Source: an optimization exercise on an open RTL-to-GDS flow (aim: small area and a short achievable clock period). Production flows keep margins and buffers that such runs may drop. Where RTL was checked, it was by simulation tests only, not by an equivalence proof against the original. Power and IR drop assume default switching activity.

== run Y ==
// crash_detection
module crash_detection #(
        parameter int HISTORY_LEN = 16   
    )(
        input   logic           clk,
        input   logic           arst_n,
        input   logic           i_state_rst,
        input   logic           i_sensors_valid,
        input   logic [15:0]    i_gps,
        input   logic [15:0]    i_accel_z,
        input   logic [15:0]    i_accel_y,
        input   logic [15:0]    i_accel_x,
        input   logic [15:0]    i_gyro_z,
        input   logic [15:0]    i_gyro_y,
        input   logic [15:0]    i_gyro_x,
        input   logic [15:0]    i_delta,
        input   logic [31:0]    ireg_speed_threshold,
        input   logic [31:0]    ireg_non_fatal_accel_threshold,
        input   logic [31:0]    ireg_fatal_accel_threshold,
        input   logic [31:0]    ireg_angle_threshold,
        input   logic [31:0]    ireg_angle_in_motion_threshold,
        input   logic [31:0]    ireg_angular_speed_threshold,
        output  logic [1:0]     o_state,
        output  logic           o_non_fatal_intr,
        output  logic           o_fatal_intr
    );
For scale: ~4800 cells after synthesis, about 850 flip-flops, roughly 330 I/O pins.
Settings: LEC_CHECK=0, CAP_MARGIN=20, CORE_MARGIN=2, CORE_UTILIZATION=45, PLACE_DENSITY=0.6, SLEW_MARGIN=20; clock period 50.0 ns.
standard.sh (not shown) runs the stock make flow with config.mk's settings and CLKGATE_MAP_FILE= SYNTH_SCRIPT=/design/flow/synth_recipe.tcl, a recipe that flattens the netlist after the stock synthesis.
==> flow/flow/run.sh <==
#!/bin/bash
# The standard layout with changes to how it is made:
#  - timing repair is asked to leave 37 ns of setup slack at the design's
#    50 ns clock, so that it works on the paths that set the achieved period;
#  - the port buffers that the standard flow inserts are buf_2 cells;
#  - the clock tree is built from clkbuf_8 cells.
# Clock, constraints and synthesis are unchanged.
set -o pipefail
bash standard.sh SETUP_SLACK_MARGIN=37 "BUFFER_PORTS_ARGS=-buffer_cell sky130_fd_sc_hd__buf_2" \
    CTS_BUF_LIST=sky130_fd_sc_hd__clkbuf_8 finish 2>&1 | tee standard_run.log
What run E does differently from run Y at the input level:
--- a/flow/design.v
+++ b/flow/design.v
@@ -390,72 +390,68 @@
     logic [15:0] gps0;
     always_ff @(posedge clk or negedge arst_n) begin
         if (~arst_n)                gps0 <= '0;
         else if (i_state_rst)       gps0 <= '0;
         else if (i_sensors_valid)   gps0 <= i_gps;
     end
     logic [12:0] lo_diff;
     logic        b12;
     assign lo_diff = {1'b0, i_gps[11:0]} - {1'b0, gps0[11:0]};
     assign b12     = lo_diff[12];
     logic [3:0] top_nb;              
     assign top_nb = i_gps[15:12] - gps0[15:12];
-    logic [5:0] d3_lo_in;            
-    assign d3_lo_in = i_delta[5:0] + {i_delta[4:0], 1'b0};
+    logic [17:0] d3_in;
+    assign d3_in = {2'b0, i_delta} + {1'b0, i_delta, 1'b0};
     logic [3:0] qa_nb, qa_b, ra_nb, ra_b;
     div_first2 u_first (.i_top(top_nb), .i_d1(i_delta),
                         .o_q_nb(qa_nb), .o_r_nb(ra_nb), .o_q_b(qa_b), .o_r_b(ra_b));
     logic [3:0]         p_q;         
     logic [3:0]         p_rem;       
     logic [11:0]        p_lo;        
     logic [15:0]        p_div;       
-    logic [5:0]         p_d3_lo;     
+    logic [17:0]        p_d3;        
     logic [3:1]         p_fit [2:5]; 
     logic               p_zero;      
     logic [3:1] fit_in [2:5];
     genvar j;
     generate
         for (j = 2; j <= 5; j++) begin : g_fit_a
             div_fit #(.W(2*j+2)) u_fit (.i_d1(i_delta), .o_fit(fit_in[j]));
         end
     endgenerate
     always_ff @(posedge clk) begin
         if (i_sensors_valid) begin
             p_q   <= b12 ? qa_b : qa_nb;
             p_rem <= b12 ? ra_b : ra_nb;
             p_lo  <= lo_diff[11:0];
             p_div <= i_delta;
-            p_d3_lo <= d3_lo_in;
+            p_d3  <= d3_in;
             for (int i = 2; i <= 5; i++) p_fit[i] <= fit_in[i];
         end
     end
     always_ff @(posedge clk or negedge arst_n) begin
         if (~arst_n)                p_zero <= 1'b1;
         else if (i_state_rst)       p_zero <= 1'b1;
         else if (i_sensors_valid)   p_zero <= ~|i_delta;
     end
-    logic [17:0] p_d3;
-    assign p_d3 = {2'b0, p_div} + {1'b0, p_div, 1'b0};
-    logic [15:0] p_d3_steps;
-    assign p_d3_steps = {p_d3[15:6], p_d3_lo};
     logic [11:0] qhi;            
     logic [11:0] r5;             
     logic [15:0] rem_b [2:6];
     assign rem_b[2] = 16'(p_rem);
     assign qhi[11:8] = p_q;
     generate
         for (j = 2; j <= 5; j++) begin : g_steps_b
             logic [2*j+1:0] rin, rout;
             assign rin = {rem_b[j][2*j-1:0], p_lo[15-2*j -: 2]};
-            div_step4 #(.W(2*j+2)) u_step (.i_rem(rin), .i_d1(p_div), .i_d3(p_d3_steps),
+            div_step4 #(.W(2*j+2)) u_step (.i_rem(rin), .i_d1(p_div), .i_d3(p_d3[15:0]),
                                            .i_fit(p_fit[j]), .o_q(qhi[11-2*j -: 2]), .o_rem(rout));
             assign rem_b[j+1] = 16'(rout);
         end
     endgenerate
     assign r5 = rem_b[6][11:0];
     logic [11:0]        p2_q;        
     logic [11:0]        p2_rem;      
     logic [3:0]         p2_lo;       
     logic [15:0]        p2_div;      
     logic               p2_zero;     
     always_ff @(posedge clk) begin
         if (i_sensors_valid) begin
--- outcome ---
Taking run Y as the reference, in run E flip-flop and latch area has increased; setup slack grew by 0.10 ns; clock-pin transition on the worst setup and hold timing paths saw an increase; fmax saw an increase; combinational cell fraction of total power fell 2.9 points.
Cell total after placement delta (run E -> run Y): insignificant
Re amount of wire on met3 after detailed routing: run E is 730 um up on run Y.
Run E finished every stage and its layout cleared the timing, DRC and antenna checks.
Lower met1 wire length goes to run Y over run E.
No functional check of the RTL was part of run Y.

-- port drivers added, routing unchanged --
The results above use ideal ports. As a check the final layouts listed here were re-extracted and re-timed, cells and wires unchanged. Step 1 (the two cells are an assumption about what drives the block):
set clk [get_ports {clk}]
set_driving_cell -lib_cell sky130_fd_sc_hd__clkbuf_16 $clk
set_driving_cell -lib_cell sky130_fd_sc_hd__buf_2 [delete_from_list [all_inputs] $clk]
Step 2, shift: input delay + t, output delay - t, t = (earliest + latest rising clock arrival at the registers) / 2. This alone moves slack from input paths to output paths. Slacks: ideal / step 1 / step 2; pairs: ideal / step 1.
run	t (ns)	setup slack, ns	worst setup path after step 2	worst data-port slew with drivers (ns)	pins driven straight from the clock port
run Y	0.904	37.078 / 37.138 / 36.234	input to register	0.13	1
run E	0.886	37.178 / 37.229 / 36.343	input to register	0.19	1
After both steps setup and hold are still met in every run listed. For run Y, which loses most, drivers alone change the setup slack by +0.060 ns; drivers and shift together by -0.844 ns.
